Source: an optimization exercise on an open RTL-to-GDS flow (aim: small area). Production flows keep margins and buffers that such runs may drop.
Where RTL was checked, it was by simulation tests only, not by an equivalence proof against the original.
Power figures rest on the tool's default switching activity, not on a simulated workload.

job 3981:
Design drawing_line_top, start of the top module:
module drawing_line_top(
    input logic clk,
    input logic rst,
    output logic Hsync,
    output logic Vsync,
    output logic [3:0] vgaRed,
    output logic [3:0] vgaGreen,
    output logic [3:0] vgaBlue,
    input logic [11:0] x0,y0,x1,y1,
    output logic disp_en,
    output logic vga_clk,
    output logic [11:0] v_cntr, h_cntr
    );
Size: roughly 120 flip-flops, ~90 I/O pins.
clock: 10.0 ns
lec_check: 0
cap_margin: 0
core_margin: 2
core_utilization: 60
cts_buf_list: sky130_fd_sc_hd__clkbuf_8
slew_margin: 0
standard.sh (not shown) runs the stock make flow with config.mk's settings and CLKGATE_MAP_FILE= SYNTH_SCRIPT=/design/flow/synth_recipe.tcl, a recipe that flattens the netlist after the stock synthesis.
==> flow/flow/run.sh <==
#!/bin/bash
# Standard layout, with the smallest buffer on the ports and no dummy clock loads.
export BUFFER_PORTS_ARGS="-buffer_cell sky130_fd_sc_hd__buf_1"
export CTS_ARGS="-sink_clustering_enable -repair_clock_nets -buf_list sky130_fd_sc_hd__clkbuf_8 -dont_use_dummy_load"
bash standard.sh > standard.log 2>&1
For job 1052, these inputs were changed with respect to job 3981:
==> flow/flow/run.sh <==
#!/bin/bash
# Standard layout, with the smallest buffer on the ports.
export BUFFER_PORTS_ARGS="-buffer_cell sky130_fd_sc_hd__buf_1"
bash standard.sh > standard.log 2>&1
--- a/flow/config.mk
+++ b/flow/config.mk
@@ -8 +8 @@
-export CAP_MARGIN = 0
+export CAP_MARGIN = 20
@@ -12 +12 @@
-export SLEW_MARGIN = 0
+export SLEW_MARGIN = 20
Results
- No stage failed in job 1052, and the final checks on the layout all came back clean.
- Post-layout minimum cycle time in job 1052 vs job 3981: up 18 ps
- On final hold slack, job 1052 and job 3981 are basically level.
- Job 1052: worst setup slack 18 ps below job 3981
- Between job 3981 and job 1052, power increased.
The following lists how job 2908 was set up differently from job 1052:
--- a/flow/flow/run.sh
+++ b/flow/flow/run.sh
@@ -2 +2 @@
-# Standard layout, with the smallest buffer on the ports.
+# Standard layout, with the smallest buffer on the ports, small clock leaf buffers and no dummy clock loads.
@@ -3,0 +4 @@
+export CTS_ARGS="-sink_clustering_enable -repair_clock_nets -buf_list sky130_fd_sc_hd__clkbuf_4 -root_buf sky130_fd_sc_hd__clkbuf_8 -dont_use_dummy_load"
--- a/flow/config.mk
+++ b/flow/config.mk
@@ -8 +8,2 @@
-export CAP_MARGIN = 20
+export ABC_CLOCK_PERIOD_IN_PS = 100000
+export CAP_MARGIN = 0
@@ -11,2 +12 @@
-export CTS_BUF_LIST = sky130_fd_sc_hd__clkbuf_8
-export SLEW_MARGIN = 20
+export SLEW_MARGIN = 0
Findings:
- Job 1052 has completed all stages; timing, DRC and antenna checks passed.
- Job 2908 | stages: all done | timing, DRC, antenna: all pass
- Diff job 1052 -> job 2908: final-layout fill cell count grew by 16; overall routed net length down 270 um; clock share of power fell 12 points; share of final-layout standard cells stronger than drive strength 1 moved down; overall global routing resource usage lost 0.55 points.
- Summary — maximum vdd ir drop, job 2908 relative to job 1052: lower, by 13%.
- Job 2908 vs job 1052: power density relative to cell area down by more than 10%
Input-level comparison between job 9917 and job 2908:
--- a/flow/config.mk
+++ b/flow/config.mk
@@ -8 +8 @@
-export ABC_CLOCK_PERIOD_IN_PS = 100000
+export ABC_AREA = 1
==> comparison <==
Job 9917: smallest setup slack after layout 1740 ps above job 2908. Job 9917 against job 2908: total internal power shows a reduction of about 2.1%, area after synthesis higher, sequential share of layout area closely matched the old numbers, net switching component of the power picked up an extra 5.4%. Fmax (higher): job 9917. Job 9917: done, clean on timing, DRC and antenna. Normalized max-slew margin for job 9917 is higher than for job 2908. Looking at job 2908 and job 9917, the post-layout utilization of the core is a wash.
Relative to job 9917, the following input files were edited for job 752:
==> flow/flow/run.sh <==
#!/bin/bash
# Standard layout, with the smallest buffer on the ports and no dummy clock loads.
export BUFFER_PORTS_ARGS="-buffer_cell sky130_fd_sc_hd__buf_1"
export CTS_ARGS="-sink_clustering_enable -repair_clock_nets -buf_list sky130_fd_sc_hd__clkbuf_8 -dont_use_dummy_load -sink_clustering_size 30 -sink_clustering_max_diameter 100 -sink_buffer_max_cap_derate 1.0"
bash standard.sh > standard.log 2>&1
--- a/flow/config.mk
+++ b/flow/config.mk
@@ -8 +7,0 @@
-export ABC_AREA = 1
@@ -11,0 +11 @@
+export CTS_BUF_LIST = sky130_fd_sc_hd__clkbuf_8
## What came out
- Final cell count came out lower on job 752 than on job 9917.
- Job 752 vs. job 9917: sequential share of layout area now smaller; worst setup slack shrank by 1750 ps; final period demand of the worst path increased by 1750 ps relative to the old numbers; relative area change from synthesis to final layout +1.4 points.
- For job 752, the end point of the critical path was drw1.loh, unlike job 9917, where it was drw1.acc[12].
- Looking at launch point of the critical path, the vgatxt.hc[1] result is from job 752; the vgatxt.hc[0] one comes from job 9917.
- Relative to job 9917, the summed area of non-filler cells in the final layout measured on job 752 has increased slightly.
The inputs of job 5573 differ from those of job 752 as listed below.
==> flow/flow/run.sh <==
#!/bin/bash
# Standard layout, with the smallest buffer on the ports.
export BUFFER_PORTS_ARGS="-buffer_cell sky130_fd_sc_hd__buf_1"
bash standard.sh > standard.log 2>&1
Notes after the runs:
The met3 track utilization from global routing number comes out lower for job 5573 vs job 752.
Highest attainable clock frequency of job 752 is on par with job 5573.
From job 752 to job 5573 the numbers moved as follows: final cell count increased 15; post-layout utilization of the core went up.
For the power per standard cell area, job 5573 came in 6.3% higher than job 752 did.

========
Another version of the RTL of drawing_line_top (not shown whole).
For scale: ~120 flip-flops, ~90 I/O pins.
export LEC_CHECK = 0
export CAP_MARGIN = 20
export CORE_MARGIN = 2
export CORE_UTILIZATION = 60
export CTS_BUF_LIST = sky130_fd_sc_hd__clkbuf_8
export SLEW_MARGIN = 20
create_clock -name core_clock -period 10.0 [get_ports {clk}]
==> flow/flow/run.sh <==
#!/bin/bash
# Standard layout, with the smallest buffer on the ports.
export BUFFER_PORTS_ARGS="-buffer_cell sky130_fd_sc_hd__buf_1"
bash standard.sh > standard.log 2>&1
The first run produced a clean layout.
==> next run, changes <==
Settings changed: CTS_BUF_LIST sky130_fd_sc_hd__clkbuf_8 to sky130_fd_sc_hd__clkbuf_4.
After rerunning: The changed run finished clean; critical path depth does not change; sequential power hardly moves; count of clock-buffer cells in the layout is unchanged; utilization came out lower by 0.70 points; via count stays flat; synthesized cell count is unchanged; sequential share of layout area came out higher by 0.35 points; wire length fell by 0.59%.
Function was not checked in any run of this note: the RTL went through the layout flow alone.

========
drawing_line_top with an RTL version that a note above also has.
For scale: roughly 120 flip-flops, about 8800 sq um of cells after synthesis.
Settings: LEC_CHECK=0, CAP_MARGIN=0, CORE_MARGIN=2, CORE_UTILIZATION=60, SLEW_MARGIN=0; clock period 10.0 ns.
==> flow/flow/run.sh <==
#!/bin/bash
# Standard layout, with the smallest buffer on the ports, small clock leaf buffers and no dummy clock loads.
export BUFFER_PORTS_ARGS="-buffer_cell sky130_fd_sc_hd__buf_1"
export CTS_ARGS="-sink_clustering_enable -repair_clock_nets -buf_list sky130_fd_sc_hd__clkbuf_4 -root_buf sky130_fd_sc_hd__clkbuf_8 -dont_use_dummy_load -sink_buffer_max_cap_derate 0.6"
bash standard.sh > standard.log 2>&1
Rerun with:
==> flow/flow/run.sh (replaced) <==
#!/bin/bash
# Standard layout, with the smallest buffer on the ports, small clock leaf buffers and no dummy clock loads.
export BUFFER_PORTS_ARGS="-buffer_cell sky130_fd_sc_hd__buf_1"
export CTS_ARGS="-sink_clustering_enable -repair_clock_nets -buf_list sky130_fd_sc_hd__clkbuf_8 -sink_clustering_buffer sky130_fd_sc_hd__clkbuf_4 -dont_use_dummy_load"
bash standard.sh > standard.log 2>&1
Result: Design area climbs by 1.1%; total power rose by 6.8%; synthesized area stays the same; final cell count stays the same; utilization grows by 0.69 points; via count barely changes; sequential power stays flat.
Rerun with:
==> flow/flow/run.sh (replaced) <==
#!/bin/bash
# Standard layout, with the smallest buffer on the ports.
export BUFFER_PORTS_ARGS="-buffer_cell sky130_fd_sc_hd__buf_1"
bash standard.sh > standard.log 2>&1
--- a/flow/config.mk
+++ b/flow/config.mk
@@ -8 +8 @@
-export CAP_MARGIN = 0
+export CAP_MARGIN = 20
@@ -11 +11,4 @@
-export SLEW_MARGIN = 0
+export CTS_BUF_LIST = sky130_fd_sc_hd__clkbuf_8
+export CTS_CLUSTER_DIAMETER = 100
+export CTS_CLUSTER_SIZE = 30
+export SLEW_MARGIN = 20
Result:
- register-to-register slack gets worse by 0.02 ns
- synthesized cell count stays the same
- die area is unchanged
- setup slack gets worse by 0.018 ns
Rerun with:
==> flow/flow/run.sh (replaced) <==
#!/bin/bash
# Standard layout, with the smallest buffer on the ports and no dummy clock loads.
export BUFFER_PORTS_ARGS="-buffer_cell sky130_fd_sc_hd__buf_1"
export CTS_ARGS="-sink_clustering_enable -repair_clock_nets -buf_list sky130_fd_sc_hd__clkbuf_8 -dont_use_dummy_load"
bash standard.sh > standard.log 2>&1
--- a/flow/config.mk
+++ b/flow/config.mk
@@ -12,2 +11,0 @@
-export CTS_CLUSTER_DIAMETER = 100
-export CTS_CLUSTER_SIZE = 30
=>
- core utilization decreases by 1.0 points
- hold slack stays flat
- sequential cell count stays the same
- design area drops slightly
- fmax stays flat
- synthesized area stays the same
- register-to-register slack improves by 0.02 ns
- routed wire length is about the same
- clock skew came out higher by 0.015 ns
- setup slack gets better by 0.019 ns
- critical path depth stays the same
Rerun with:
==> flow/flow/run.sh (replaced) <==
#!/bin/bash
# Standard layout, with the smallest buffer on the ports, small clock leaf buffers and no dummy clock loads.
export BUFFER_PORTS_ARGS="-buffer_cell sky130_fd_sc_hd__buf_1"
export CTS_ARGS="-sink_clustering_enable -repair_clock_nets -buf_list sky130_fd_sc_hd__clkbuf_4 -root_buf sky130_fd_sc_hd__clkbuf_8 -dont_use_dummy_load"
bash standard.sh > standard.log 2>&1
--- a/flow/config.mk
+++ b/flow/config.mk
@@ -8 +8 @@
-export CAP_MARGIN = 20
+export CAP_MARGIN = 0
@@ -10,3 +10,2 @@
-export CORE_UTILIZATION = 60
-export CTS_BUF_LIST = sky130_fd_sc_hd__clkbuf_8
-export SLEW_MARGIN = 20
+export CORE_UTILIZATION = 75
+export SLEW_MARGIN = 0
=> The new run finished clean. Worst setup slack improved by 0.033 ns. Area after synthesis does not change. Design area came out lower by a few percent. Non-clock buffer count came out lower by 5. Total power is lower by a few percent.

-- what the ideal ports hide --
The results above use ideal ports. As a check the final layouts listed here were re-extracted and re-timed, cells and wires unchanged.
Step 1 (the two cells are an assumption about what drives the block):
set clk [get_ports {clk}]
set_driving_cell -lib_cell sky130_fd_sc_hd__clkbuf_16 $clk
set_driving_cell -lib_cell sky130_fd_sc_hd__buf_2 [delete_from_list [all_inputs] $clk]
Step 2 also shifts input and output timing later by t, the mid clock arrival at the registers, as if the neighbouring blocks saw the same clock.
Slacks: no drivers / after step 1 / after step 2; pairs: no drivers / after step 1.
run | t, ns | slack for setup (ns) | latest minus earliest clock arrival (ns) | worst slew at a driven data input, ns | cell pins on the clock port's net
job 3981 | 0.468 | 2.552 / 2.552 / 2.552 | 0.023 / 0.023 | 0.04 | 1
job 1052 | 0.481 | 2.534 / 2.534 / 2.534 | 0.012 / 0.011 | 0.03 | 1
job 2908 | 0.445 | 2.556 / 2.556 / 2.556 | 0.040 / 0.041 | 0.04 | 1
job 9917 | 0.451 | 4.301 / 4.301 / 4.301 | 0.042 / 0.042 | 0.03 | 1
job 752 | 0.468 | 2.552 / 2.552 / 2.552 | 0.023 / 0.023 | 0.04 | 1
job 5573 | 0.475 | 2.534 / 2.534 / 2.534 | 0.013 / 0.013 | 0.04 | 1
the first run of note 2 | 0.488 | 2.153 / 2.153 / 2.153 | 0.013 / 0.012 | 0.05 | 1
the second run of note 2 | 0.577 | 2.143 / 2.143 / 2.143 | 0.022 / 0.023 | 0.05 | 1
the first run of note 3 | 0.445 | 2.556 / 2.556 / 2.556 | 0.040 / 0.041 | 0.04 | 1
the second run of note 3 | 0.468 | 2.552 / 2.552 / 2.552 | 0.023 / 0.023 | 0.04 | 1
the third run of note 3 | 0.481 | 2.534 / 2.534 / 2.534 | 0.012 / 0.011 | 0.03 | 1
the fourth run of note 3 | 0.466 | 2.553 / 2.553 / 2.553 | 0.026 / 0.026 | 0.04 | 1
the fifth run of note 3 | 0.441 | 2.586 / 2.586 / 2.586 | 0.044 / 0.044 | 0.05 | 1
After both steps every run listed still meets setup and hold.
